This design comes from an exercise in tuning for small area on the open sky130 flow, not from production work. In this exercise RTL edits were held to simulation tests only and were not proved equivalent to the original. Power figures rest on the tool's default switching activity, not on a simulated workload.

Setup of P:
==> flow/design.v <==
`timescale 1ns / 1ps
module rampgen
  ( frequency,
    amplitude,
    M_AXIS_ACLK,
    M_AXIS_ARESETN,
    M_AXIS_TREADY,
    M_AXIS_TDATA,
    M_AXIS_TSTRB,
    M_AXIS_TLAST,
    M_AXIS_TVALID
  );
  parameter C_S_AXIS_TDATA_WIDTH = 256;
  input  [31:0] frequency;
  input  [31:0] amplitude;
  input wire  M_AXIS_ACLK;
  input wire  M_AXIS_ARESETN;
  input wire  M_AXIS_TREADY;
  output wire [C_S_AXIS_TDATA_WIDTH-1 : 0] M_AXIS_TDATA;
  output wire [(C_S_AXIS_TDATA_WIDTH/8)-1 : 0] M_AXIS_TSTRB;
  output wire  M_AXIS_TLAST;
  output reg  M_AXIS_TVALID;
  localparam SKIP = 3'd6;
  assign M_AXIS_TSTRB = {(C_S_AXIS_TDATA_WIDTH/8){1'b0}};
  assign M_AXIS_TLAST = 1'b0;
  wire clk = M_AXIS_ACLK;
  wire acc = M_AXIS_ARESETN & M_AXIS_TREADY;
  wire upd = M_AXIS_TVALID;           
  reg  [31:0] f_q;
  reg  [15:0] a_q;
  wire ev = !M_AXIS_ARESETN || (frequency != f_q) || (amplitude[15:0] != a_q);
  wire [15:0] na = ~a_q;
  reg  [27:0] q;                       
  wire [27:0] q_step = q + frequency[27:0];
  reg  [5:0] cnt;
  reg  [2:0] skip;
  reg        xfer;
  wire [5:0] cnt_n = ev ? 6'd0 : (cnt == 6'd48) ? cnt : cnt + 6'd1;
  reg  mul, first, stag, run, rdy, snap, ld1, dbl_on, c17, c18;
  reg  [2:0] clr;                      
  reg  [2:0] clrh;                     
  reg  sel_r;                          
  wire [2:0] skip_n = ev ? 3'd0 : (cnt == 6'd31) ? SKIP :
                      (run && upd && skip != 3'd0) ? skip - 3'd1 : skip;
  wire xfer_n = ev ? 1'b0 : (cnt == 6'd31) ? 1'b1 : sel_r ? 1'b0 : xfer;
  wire live_n   = acc && (cnt_n >= 6'd32) && (skip_n == 3'd0);
  wire sel_r_n  = live_n && xfer_n && rdy;
  wire sel_s_n  = live_n && !(xfer_n && rdy);
  always @(posedge clk) begin
    cnt  <= cnt_n;
    skip <= skip_n;
    xfer <= xfer_n;
    mul   <= (cnt_n < 6'd16) || (cnt_n >= 6'd32 && cnt_n < 6'd48);
    first <= (cnt_n == 6'd0) || (cnt_n == 6'd32);
    stag  <= (cnt_n >= 6'd17) && (cnt_n <= 6'd30);
    run   <= (cnt_n >= 6'd32);
    rdy   <= (cnt_n == 6'd48);
    snap  <= (cnt_n == 6'd31);
    ld1   <= (cnt_n == 6'd16);
    dbl_on <= (cnt_n >= 6'd17) && (cnt_n <= 6'd20);
    c17   <= (cnt_n == 6'd17);
    c18   <= (cnt_n == 6'd18);
    clr[0] <= (cnt_n == 6'd28);
    clr[1] <= (cnt_n == 6'd21);
    clr[2] <= (cnt_n == 6'd16);
    clrh  <= clr;
    sel_r <= sel_r_n;
  end
  reg  [47:0] r;
  reg  [27:0] xs;
  wire [31:0] mx = (cnt < 6'd16) ? f_q : {xs, 4'b0000};
  wire        abit = a_q[~cnt[3:0]];
  wire [47:0] r_next = (first ? 48'd0 : {r[46:0], 1'b0}) + (abit ? {16'd0, mx} : 48'd0);
  reg  [31:0] d1;                      
  reg  [15:0] h1, h2, h4, hw;          
  reg  [15:0] p1, p2, p4;              
  wire [16:0] dbl_s = {hw, d1[{3'b111, ~(cnt[1:0] - 2'd1)}]};
  wire [17:0] dbl_t = {1'b0, dbl_s} - {2'b00, a_q};
  wire [15:0] dbl   = dbl_t[17] ? dbl_s[15:0] : dbl_t[15:0];
  wire [15:0] kin   = ld1 ? r[47:32] : dbl;
  wire [15:0] kout  = kin - a_q;
  wire [31:0] bus_l = sel_r_n ? r[31:0] : sel_s_n ? {d1[27:0], 4'b0000} : stag ? d1 : 32'd0;
  wire [15:0] bus_h = sel_r_n ? r[47:32] : sel_s_n ? hw : stag ? h1 : 16'd0;
  reg  [15:0] bh;
  always @(posedge clk) begin
    M_AXIS_TVALID <= acc;
    f_q <= frequency;
    a_q <= amplitude[15:0];
    bh  <= bus_h;
    if (!M_AXIS_ARESETN)
      q <= 28'd0;
    else if (M_AXIS_TREADY)
      q <= q_step;
    if (mul)
      r <= r_next;
    if (snap)
      xs <= q_step;
    if (ld1) begin
      d1 <= r[31:0];
      h1 <= r[47:32];
      hw <= r[47:32];
    end
    if (dbl_on)
      hw <= dbl;
    if (c17)
      h2 <= dbl;
    if (c18)
      h4 <= dbl;
    if (ld1)
      p1 <= kout;
    if (c17)
      p2 <= kout;
    if (c18)
      p4 <= kout;
  end
  wire [15:0] sh [0:2];
  wire [31:0] sl [0:2];
  genvar g, i;
  generate
    for (g = 0; g < 3; g = g + 1) begin : st
      reg  [15:0] h;
      reg  [31:0] l;
      reg         pc;                  
      wire [32:0] ls = {1'b0, l} + {1'b0, bus_l};
      always @(posedge clk) begin
        l  <= clr[g] ? 32'd0 : ls[31:0];
        pc <= ls[32];
      end
      wire [16:0] cu, ct;
      wire [15:0] u, t;
      assign cu[0] = pc;
      assign ct[0] = 1'b1;
      for (i = 0; i < 16; i = i + 1) begin : ad
        assign u[i]    = h[i] ^ bh[i] ^ cu[i];
        assign cu[i+1] = (h[i] & bh[i]) | (cu[i] & (h[i] ^ bh[i]));
        assign t[i]    = u[i] ^ na[i] ^ ct[i];
        assign ct[i+1] = (u[i] & na[i]) | (ct[i] & (u[i] ^ na[i]));
      end
      always @(posedge clk)
        h <= clrh[g] ? 16'd0 : (cu[16] | ct[16]) ? t : u;
      assign sh[g] = h;
      assign sl[g] = l;
    end
  endgenerate
  wire [15:0] samp [0:15];
  assign samp[2]  = sh[0];
  assign samp[9]  = sh[1];
  assign samp[14] = sh[2];
  generate
    for (g = 0; g < 16; g = g + 1) begin : dl
      if (g != 2 && g != 9 && g != 14) begin : c
        localparam integer S = (g <= 4 || g == 6) ? 0 : (g <= 11 || g == 13) ? 1 : 2;
        localparam integer B = (S == 0) ? 2 : (S == 1) ? 9 : 14;
        localparam integer K = g - B;
        localparam integer KA = (K < 0) ? -K : K;
        wire [31:0] dk = (KA == 1) ? d1 : (KA == 2) ? {d1[30:0], 1'b0} : {d1[29:0], 2'b00};
        wire [15:0] hk = (KA == 1) ? h1 : (KA == 2) ? h2 : h4;
        wire [15:0] pk = (KA == 1) ? p1 : (KA == 2) ? p2 : p4;
        wire [15:0] hb = sh[S];
        wire [31:0] lb = sl[S];
        wire [32:0] cc;
        reg         cq;
        assign cc[0] = (K < 0);
        for (i = 0; i < 32; i = i + 1) begin : cy
          wire dki = (K < 0) ? ~dk[i] : dk[i];
          assign cc[i+1] = (lb[i] & dki) | (cc[i] & (lb[i] | dki));
        end
        always @(posedge clk)
          cq <= cc[32];
        wire [15:0] xa = (K < 0) ? ~hk : hk;
        wire [15:0] xb = (K < 0) ? ~pk : pk;
        wire [16:0] ca, cb;
        wire [15:0] sa, sb;
        assign ca[0] = cq;
        assign cb[0] = cq;
        for (i = 0; i < 16; i = i + 1) begin : ad
          assign sa[i]   = hb[i] ^ xa[i] ^ ca[i];
          assign ca[i+1] = (hb[i] & xa[i]) | (ca[i] & (hb[i] ^ xa[i]));
          assign sb[i]   = hb[i] ^ xb[i] ^ cb[i];
          assign cb[i+1] = (hb[i] & xb[i]) | (cb[i] & (hb[i] ^ xb[i]));
        end
        if (K > 0) begin : p
          assign samp[g] = cb[16] ? sb : sa;
        end else begin : m
          assign samp[g] = ca[16] ? sa : sb;
        end
      end
    end
  endgenerate
  generate
    for (g = 0; g < 16; g = g + 1) begin : o
      assign M_AXIS_TDATA[16*g +: 16] = {~samp[g][15], samp[g][14:2], 2'b00};
    end
  endgenerate
endmodule
Settings: LEC_CHECK=0, CAP_MARGIN=20, CORE_MARGIN=2, CORE_UTILIZATION=40, SLEW_MARGIN=20; clock period 10.0 ns.
standard.sh (not shown) runs the stock make flow with config.mk's settings and CLKGATE_MAP_FILE= SYNTH_SCRIPT=/design/flow/synth_recipe.tcl, a recipe that flattens the netlist after the stock synthesis.
==> flow/flow/run.sh <==
#!/bin/bash
# Own layout flow: the standard flow (standard synthesis unchanged), with
# plain minimum-size buffers on the ports and a clock tree without dummy loads.
set -euo pipefail
export BUFFER_PORTS_ARGS="-buffer_cell sky130_fd_sc_hd__buf_1"
export CTS_ARGS="-sink_clustering_enable -repair_clock_nets -dont_use_dummy_load"
bash standard.sh > standard_flow.log 2>&1
Inputs modified between P and Q:
diff --git a/flow/design.v b/flow/design.v
--- a/flow/design.v
+++ b/flow/design.v
@@ -35,12 +35,14 @@
   reg  [5:0] cnt;
   reg  [2:0] skip;
   reg        xfer;
   wire [5:0] cnt_n = ev ? 6'd0 : (cnt == 6'd48) ? cnt : cnt + 6'd1;
-  reg  mul, first, stag, run, rdy, snap, ld1, dbl_on, c17, c18;
+  reg  mul, first, stag, run, rdy, snap, ld1, dbl_on, c17, c18, c19;
   reg  [2:0] clr;                      
   reg  [2:0] clrh;                     
   reg  sel_r;                          
+  reg  sel_s;                          
+  reg  stag_h;                         
   wire [2:0] skip_n = ev ? 3'd0 : (cnt == 6'd31) ? SKIP :
                       (run && upd && skip != 3'd0) ? skip - 3'd1 : skip;
   wire xfer_n = ev ? 1'b0 : (cnt == 6'd31) ? 1'b1 : sel_r ? 1'b0 : xfer;
   wire live_n   = acc && (cnt_n >= 6'd32) && (skip_n == 3'd0);
@@ -59,13 +61,16 @@
     ld1   <= (cnt_n == 6'd16);
     dbl_on <= (cnt_n >= 6'd17) && (cnt_n <= 6'd20);
     c17   <= (cnt_n == 6'd17);
     c18   <= (cnt_n == 6'd18);
+    c19   <= (cnt_n == 6'd19);
     clr[0] <= (cnt_n == 6'd28);
     clr[1] <= (cnt_n == 6'd21);
     clr[2] <= (cnt_n == 6'd16);
     clrh  <= clr;
     sel_r <= sel_r_n;
+    sel_s <= sel_s_n;
+    stag_h <= stag;
   end
   reg  [47:0] r;
   reg  [27:0] xs;
   wire [31:0] mx = (cnt < 6'd16) ? f_q : {xs, 4'b0000};
@@ -74,20 +79,32 @@
   reg  [31:0] d1;                      
   reg  [15:0] h1, h2, h4, hw;          
   reg  [15:0] p1, p2, p4;              
   wire [16:0] dbl_s = {hw, d1[{3'b111, ~(cnt[1:0] - 2'd1)}]};
-  wire [17:0] dbl_t = {1'b0, dbl_s} - {2'b00, a_q};
-  wire [15:0] dbl   = dbl_t[17] ? dbl_s[15:0] : dbl_t[15:0];
-  wire [15:0] kin   = ld1 ? r[47:32] : dbl;
-  wire [15:0] kout  = kin - a_q;
+  wire [17:0] cdb, ckm;
+  wire [16:0] dbl_t;
+  wire [15:0] kout;
+  assign cdb[0] = 1'b1;
+  assign ckm[0] = 1'b1;
+  genvar i;
+  generate
+    for (i = 0; i < 17; i = i + 1) begin : db
+      wire nai = (i < 16) ? na[i] : 1'b1;
+      assign dbl_t[i] = dbl_s[i] ^ nai ^ cdb[i];
+      assign cdb[i+1] = (dbl_s[i] & nai) | (cdb[i] & (dbl_s[i] ^ nai));
+    end
+    for (i = 0; i < 16; i = i + 1) begin : km
+      assign kout[i]  = hw[i] ^ na[i] ^ ckm[i];
+      assign ckm[i+1] = (hw[i] & na[i]) | (ckm[i] & (hw[i] ^ na[i]));
+    end
+  endgenerate
+  wire [15:0] dbl   = cdb[17] ? dbl_t[15:0] : dbl_s[15:0];
   wire [31:0] bus_l = sel_r_n ? r[31:0] : sel_s_n ? {d1[27:0], 4'b0000} : stag ? d1 : 32'd0;
-  wire [15:0] bus_h = sel_r_n ? r[47:32] : sel_s_n ? hw : stag ? h1 : 16'd0;
-  reg  [15:0] bh;
+  wire [15:0] bh    = sel_r ? r[47:32] : sel_s ? hw : stag_h ? h1 : 16'd0;
   always @(posedge clk) begin
     M_AXIS_TVALID <= acc;
     f_q <= frequency;
     a_q <= amplitude[15:0];
-    bh  <= bus_h;
     if (!M_AXIS_ARESETN)
       q <= 28'd0;
     else if (M_AXIS_TREADY)
       q <= q_step;
@@ -105,18 +122,18 @@
     if (c17)
       h2 <= dbl;
     if (c18)
       h4 <= dbl;
-    if (ld1)
+    if (c17)
       p1 <= kout;
-    if (c17)
+    if (c18)
       p2 <= kout;
-    if (c18)
+    if (c19)
       p4 <= kout;
   end
   wire [15:0] sh [0:2];
   wire [31:0] sl [0:2];
-  genvar g, i;
+  genvar g;
   generate
     for (g = 0; g < 3; g = g + 1) begin : st
       reg  [15:0] h;
       reg  [31:0] l;
[summary]
- Cmp P and Q / final wirelength / higher: Q
- Post-CTS resize count (Q / P): 0.77
- Looking at number of non-clock buffers in the layout across P and Q, the one that comes out lower is P.
- Count of inverters other than clock inverters in the layout (higher): P
- Diff P -> Q: relative contribution of combinational cells to total power now smaller; power now smaller.
- Summary: with P as the reference, number of buffers added by the clock tree synthesis step in Q moved down slightly.
- For the routed wire length on met3, Q came in about 9% higher than P did.
- | post-layout utilization of the core | P vs Q | ≈ equal |
- The initial core utilization was comparable across P and Q.
- Of Q and P, it is Q that has the lower clock period minus worst slack.
- Area of the core for Q is lower than for P.
- Q — slew at the pin with the worst max-slew slack 0.18 ns higher, P as reference

[re-timing with driven ports]
The flow's constraints put no driver on any port. The routed layouts listed below were extracted and timed again, unchanged, in two steps. Step 1 assumes that a clkbuf_16 drives the clock port and a buf_2 every other input. Step 2 moves the port delays by t, midway between the first and last clock arrival at a register: inputs arrive t later, outputs are due t later. That takes back most of the time a late clock gives input paths. Three values: no drivers, after step 1, after step 2; two values: the first two.
run | t, ns | setup slack, ns | worst register clock-pin slew, ns
P | 0.674 | 0.153 / 0.089 / 0.352 | 0.06 / 0.06
Q | 0.673 | 0.174 / 0.112 / 0.573 | 0.06 / 0.06
After both steps setup and hold are still met in every run listed.
